What follows belongs to an exercise in optimizing a design on an open flow for small area and a short achievable clock period; a production flow would make more cautious choices. Where RTL was checked, it was by simulation tests only, not by an equivalence proof against the original. Power is estimated from default activity; no workload was simulated.

// alu
module alu(
           clk,
           rst_n,
           src1,
           src2,
           ALU_control,
           result,
           zero,
           cout,
           overflow
           );
Size in the first run: roughly 440 cells after synthesis, about 34 flip-flops, about 110 I/O pins, about 3600 um^2 of cells after synthesis.
Settings: LEC_CHECK=0, CAP_MARGIN=20, CORE_MARGIN=2, CORE_UTILIZATION=60, CTS_BUF_LIST=sky130_fd_sc_hd__clkbuf_4, SLEW_MARGIN=20; clock period 11.0 ns.
standard.sh (not shown) runs the stock make flow with config.mk's settings and CLKGATE_MAP_FILE= SYNTH_SCRIPT=/design/flow/synth_recipe.tcl, a recipe that flattens the netlist after the stock synthesis.
==> flow/flow/run.sh <==
#!/bin/bash
# Layout flow: the standard layout, with two changes.
# 1. Synthesis is the standard synthesis (synth_recipe.tcl, so -nofsm -noshare,
#    flatten and the same renames) except that Yosys does not extract full and
#    half adder cells, and ABC maps the logic with flow/abc.script instead of
#    the ORFS speed script. The registers are the standard synthesis's.
# 2. The port buffers are the small plain buffer instead of the default
#    delay-buffer cell, and the resizer's setup repair aims for a slack margin.
# Each tool's output goes to a log of its own in the work folder.
set -euo pipefail
here=$(pwd)
{ head -n 1 synth_recipe.tcl
  cat <<'EOT'
# ABC with this flow's own script
proc abc {args} {
  set i [lsearch -exact $args -script]
  if {$i >= 0} { lset args [expr {$i + 1}] $::env(OWN_ABC_SCRIPT) }
  yosys abc {*}$args
}
EOT
  tail -n +2 synth_recipe.tcl
} > own_synth.tcl
sed -e "s#SYNTH_SCRIPT=[^ ]*#SYNTH_SCRIPT=$here/own_synth.tcl ADDER_MAP_FILE=#" standard.sh > own_synth.sh
export OWN_ABC_SCRIPT=$here/flow/abc.script
bash own_synth.sh synth > synth.log 2>&1
export BUFFER_PORTS_ARGS="-buffer_cell sky130_fd_sc_hd__buf_1"
export SETUP_SLACK_MARGIN=6.25
bash standard.sh > layout.log 2>&1
==> flow/flow/abc.script <==
strash
&get -n
&st
&dch -f
&nf -R 1000
&dch -f
&nf -R 1000
&put
topo
buffer -c
upsize -c
dnsize -c
stime -c
The baseline went through all stages and came out clean.
Edit:
--- a/flow/design.v
+++ b/flow/design.v
@@ -20,23 +20,24 @@
 output          cout;
 output          overflow;
   wire is_and = (ALU_control == 4'b0000);
   wire is_or  = (ALU_control == 4'b0001);
   wire is_add = (ALU_control == 4'b0010);
   wire is_sub = (ALU_control == 4'b0110);
   wire is_slt = (ALU_control == 4'b0111);
   wire is_nor = (ALU_control == 4'b1100);
   wire arith  = is_add | is_sub;
   wire        inv = ALU_control[2];
   wire [31:0] b   = src2 ^ {32{inv}};
-  wire [31:0] p   = src1 ^ b;
+  wire [31:0] x   = src1 ^ src2;
+  wire [31:0] p   = x ^ {32{inv}};
   wire [31:0] g   = src1 & b;
   wire [31:0] g0 = {g[31:1], g[0] | (p[0] & inv)};
   wire [31:0] p0 = p;
   wire G0_1 = g0[1] | (p0[1] & g0[0]);
   wire G0_3 = g0[3] | (p0[3] & g0[2]);
   wire P0_3 = p0[3] & p0[2];
   wire G0_5 = g0[5] | (p0[5] & g0[4]);
   wire P0_5 = p0[5] & p0[4];
   wire G0_7 = g0[7] | (p0[7] & g0[6]);
   wire P0_7 = p0[7] & p0[6];
   wire G0_9 = g0[9] | (p0[9] & g0[8]);
@@ -190,26 +191,25 @@
   assign c[25] = G4_24;
   assign c[26] = G4_25;
   assign c[27] = G4_26;
   assign c[28] = G4_27;
   assign c[29] = G4_28;
   assign c[30] = G4_29;
   assign c[31] = G4_30;
   assign c[32] = G4_31;
   wire [31:0] sum = p ^ c[31:0];
   wire        ovf = c[31] ^ c[32];
   wire        lt  = sum[31] ^ ovf;
-  wire [31:0] orv = src1 | src2;
-  wire [31:0] res = ({32{is_and}} & (src1 & src2))
-                  | ({32{is_or}}  & orv)
-                  | ({32{is_nor}} & ~orv)
+  wire [31:0] res = ({32{is_and}} & g)
+                  | ({32{is_or}}  & (p | g))
+                  | ({32{is_nor}} & ~(src1 | src2))
                   | ({32{arith}}  & sum)
                   | {31'b0, is_slt & lt};
   reg  [31:0] r_result;
   reg         r_cout;
   reg         r_ovf;
   always @(posedge clk or negedge rst_n) begin
     if (!rst_n) begin
       r_result <= 32'b0;
       r_cout   <= 1'b0;
       r_ovf    <= 1'b0;
     end else begin
After rerunning:
- The new run completed without violations
- global-route usage rose by 1.9 points
- wire length rose by roughly a tenth
- combinational power rose by a few percent
- final area came out higher by a few percent
- final cell count climbs by a few percent
- worst setup slack gets worse by 11 ps
For the second run of this note, only the layout was checked, not whether the RTL still works.

-- static timing again, ports no longer ideal --
Ports are ideal in the flow. The routed layouts listed here were re-timed in OpenROAD. Step 1, drivers: a clkbuf_16 drives clk and a buf_2 each remaining input, both assumed. Step 2 adds t to the input delays and takes it off the output delays; t is the mean of the earliest and latest rising clock arrival at the registers after step 1. Input paths then give back, and output paths get back, about the clock's delay inside the block. Slacks: no drivers / after step 1 / after step 2; pairs: no drivers / after step 1.
| run | t, ns | setup WS [ns] | worst slew at a driven data input, ns |
|---|---|---|---|
| the first run | 0.357 | 6.390 / 6.391 / 6.034 | 0.04 |
| the second run | 0.379 | 6.379 / 6.385 / 6.007 | 0.05 |
After both steps every run listed still meets setup and hold. For the second run, which loses most, drivers alone change the setup slack by +0.006 ns; drivers and shift together by -0.372 ns.
